Background: an optimization exercise with open tools, aiming at small area and a short achievable clock period. Do not read the settings as production practice.
The RTL was checked by simulation tests, not by an equivalence proof against the original design.
Power figures rest on the tool's default switching activity, not on a simulated workload.

==> flow/design.v (excerpt) <==
module ks_add #(
    parameter N = 64
)
(
    input  logic         clk,
    input  logic         rstn_,
    input  logic         en,
    input  logic [N-1:0] a,
    input  logic [N-1:0] b,
    output logic [N-1:0] out
);
    logic [5:0] c_reg;                   
    logic [5:0] c_nxt;                   
    logic [N-1:0] d;                       
    logic [N-1:0] gx, tx;                  
    logic ld, hd;                          
    assign ld = rstn_ & en;
    assign hd = rstn_ & !en;
    ks_gt #(.W(N)) u_gt (.a(a), .b(b), .g(gx), .t(tx));
    ks_chunk10_first u_chunk0 (
        .g(gx[9:0]),
        .t(tx[9:0]),
        .q(out[9:0]),
        .ld(ld),
        .hd(hd),
        .d(d[9:0]),
        .cd(c_nxt[0])
    );
    ks_chunk9 u_chunk1 (
        .g(gx[18:10]),
        .t(tx[18:10]),
        .cin(c_reg[0]),
        .q(out[18:10]),
        .ld(ld),
        .hd(hd),
        .d(d[18:10]),
        .cd(c_nxt[1])
    );
    ks_chunk9 u_chunk2 (
        .g(gx[27:19]),
        .t(tx[27:19]),
        .cin(c_reg[1]),
        .q(out[27:19]),
        .ld(ld),
        .hd(hd),
        .d(d[27:19]),
        .cd(c_nxt[2])
    );
    ks_chunk9 u_chunk3 (
        .g(gx[36:28]),
        .t(tx[36:28]),
        .cin(c_reg[2]),
  ...
Settings: LEC_CHECK=0, ABC_AREA=1, CAP_MARGIN=20, CORE_MARGIN=2, CORE_UTILIZATION=50, SETUP_SLACK_MARGIN=0.7, SLEW_MARGIN=20, SYNTH_HIERARCHICAL=1, SYNTH_MINIMUM_KEEP_SIZE=0; clock period 2.0 ns.
standard.sh (not shown) runs the stock make flow with config.mk's settings and CLKGATE_MAP_FILE= SYNTH_SCRIPT=/design/flow/synth_recipe.tcl, a recipe that flattens the netlist after the stock synthesis.
==> flow/flow/run.sh <==
#!/bin/bash
# The standard layout, except that the input and output ports get the
# smallest buffer cell instead of the one buffer_ports picks by itself.
set -euo pipefail
export BUFFER_PORTS_ARGS="-buffer_cell sky130_fd_sc_hd__buf_1"
bash standard.sh finish > standard_flow.log 2>&1
The starting point passed the timing, design-rule and antenna checks.
Edit:
Settings changed: CORE_UTILIZATION 50 to 45, SETUP_SLACK_MARGIN 0.7 to 0.72.
Effect:
- die area increases by 11%
- core utilization fell by 5.8 points
- power drops by 1.6%
- wire length came out higher by 2.1%
Edit:
Settings changed: SETUP_SLACK_MARGIN 0.72 to 0.8.
The changed run completed without violations.
Non-clock buffer count rose by 6.
Count of clock-buffer cells in the layout does not change.
Routed wire length climbs by 4.7%.
Via count increases by 1.2%.
Setup slack is better by 7.1 ps.
Power goes up by 9.4%.
Worst hold slack gains 30 ps.
Edit:
Settings changed: CORE_UTILIZATION 45 to 35, SETUP_SLACK_MARGIN 0.8 to unset.
The changed run passed the timing, design-rule and antenna checks.
Utilization decreases by 25 points.
Cell count increases by 1.6%.
Routed wire length decreases by about 7%.
Setup slack is worse by 78 ps.
Clock power increases by about 44%.
Die area increases by about 27%.
Count of clock-buffer cells in the layout increases by 1.
Design area decreases by about 17%.
Power increases by 0.48%.

========
Another version of the RTL of ks_add (not shown whole).
Size in the first run: ~580 cells after synthesis, ~70 flip-flops, ~200 I/O pins, ~5000 µm² of cells after synthesis.
## ks_add
module ks_add #(
    parameter N = 64
)
(
    input  logic         clk,
    input  logic         rstn_,
    input  logic         en,
    input  logic [N-1:0] a,
    input  logic [N-1:0] b,
    output logic [N-1:0] out
);
export LEC_CHECK = 0
export CAP_MARGIN = 20
export CORE_MARGIN = 2
export CORE_UTILIZATION = 65
export CTS_BUF_LIST = sky130_fd_sc_hd__clkbuf_4 sky130_fd_sc_hd__clkbuf_8
export SLEW_MARGIN = 20
create_clock -name core_clock -period 2.0 [get_ports {clk}]
Scripts as last shown in full above: flow/flow/run.sh
Edit:
==> flow/run.sh (new file) <==
#!/bin/bash
# synth_recipe.tcl (not shown) runs the flow's synth.tcl, then flattens the netlist and writes it again
# the make line also repeats each setting of config.mk as NAME=value (left out here)
make -C /OpenROAD-flow-scripts/flow DESIGN_CONFIG=/design/flow/config.mk WORK_HOME=/design/flow/orfs CLKGATE_MAP_FILE= SYNTH_SCRIPT=/design/flow/synth_recipe.tcl finish
Settings changed: ABC_CLOCK_PERIOD_IN_PS set to 1400, CORE_UTILIZATION 65 to 40, CTS_BUF_LIST sky130_fd_sc_hd__clkbuf_4 sky130_fd_sc_hd__clkbuf_8 to not set, SETUP_SLACK_MARGIN set to 0.5.
removed: flow/flow/run.sh
removed: flow/standard.sh
- The new run produced a clean layout
- final area rose by about 50%
- synthesized cell count does not change
- via count rose by 6.5%
- synthesized area does not change
- register-to-register slack gets better by 0.07 ns
- non-clock buffer count rose by 92
- power rose by about 32%
- setup slack gets better by 0.069 ns
- clock-buffer cell count fell by 3
- global-route usage fell by 6.2 points
- maximum frequency rose by 3.8%

-- what the ideal ports hide --
The flow's constraints put no driver on any port. The routed layouts listed below were extracted and timed again, unchanged, in two steps. Step 1 assumes that a clkbuf_16 drives the clock port and a buf_2 every other input. Step 2 times the ports against the registers' clock, not the clock port: input delays grow and output delays shrink by t, the midpoint of the rising clock arrivals with the driver on. Three values: ideal ports, drivers, drivers and shift; two values: the first two.
| run | shift t [ns] | setup WS [ns] | worst slew at a driven data input, ns |
|---|---|---|---|
| the first run of note 1 | 0.378 | 0.739 / 0.708 / 0.414 | 0.08 |
| the second run of note 1 | 0.364 | 0.756 / 0.723 / 0.446 | 0.05 |
| the third run of note 1 | 0.376 | 0.763 / 0.760 / 0.455 | 0.06 |
| the fourth run of note 1 | 0.370 | 0.685 / 0.685 / 0.369 | 0.05 |
| the first run of note 2 | 0.359 | 0.120 / 0.120 / -0.083 | 0.05 |
| the second run of note 2 | 0.372 | 0.189 / 0.189 / -0.086 | 0.07 |
With both steps, setup timing fails in the first run of note 2 and the second run of note 2, where it was met with ideal ports. The setup slack of the first run of note 1, which loses most, moves by -0.031 ns with the drivers and by -0.325 ns with both steps.
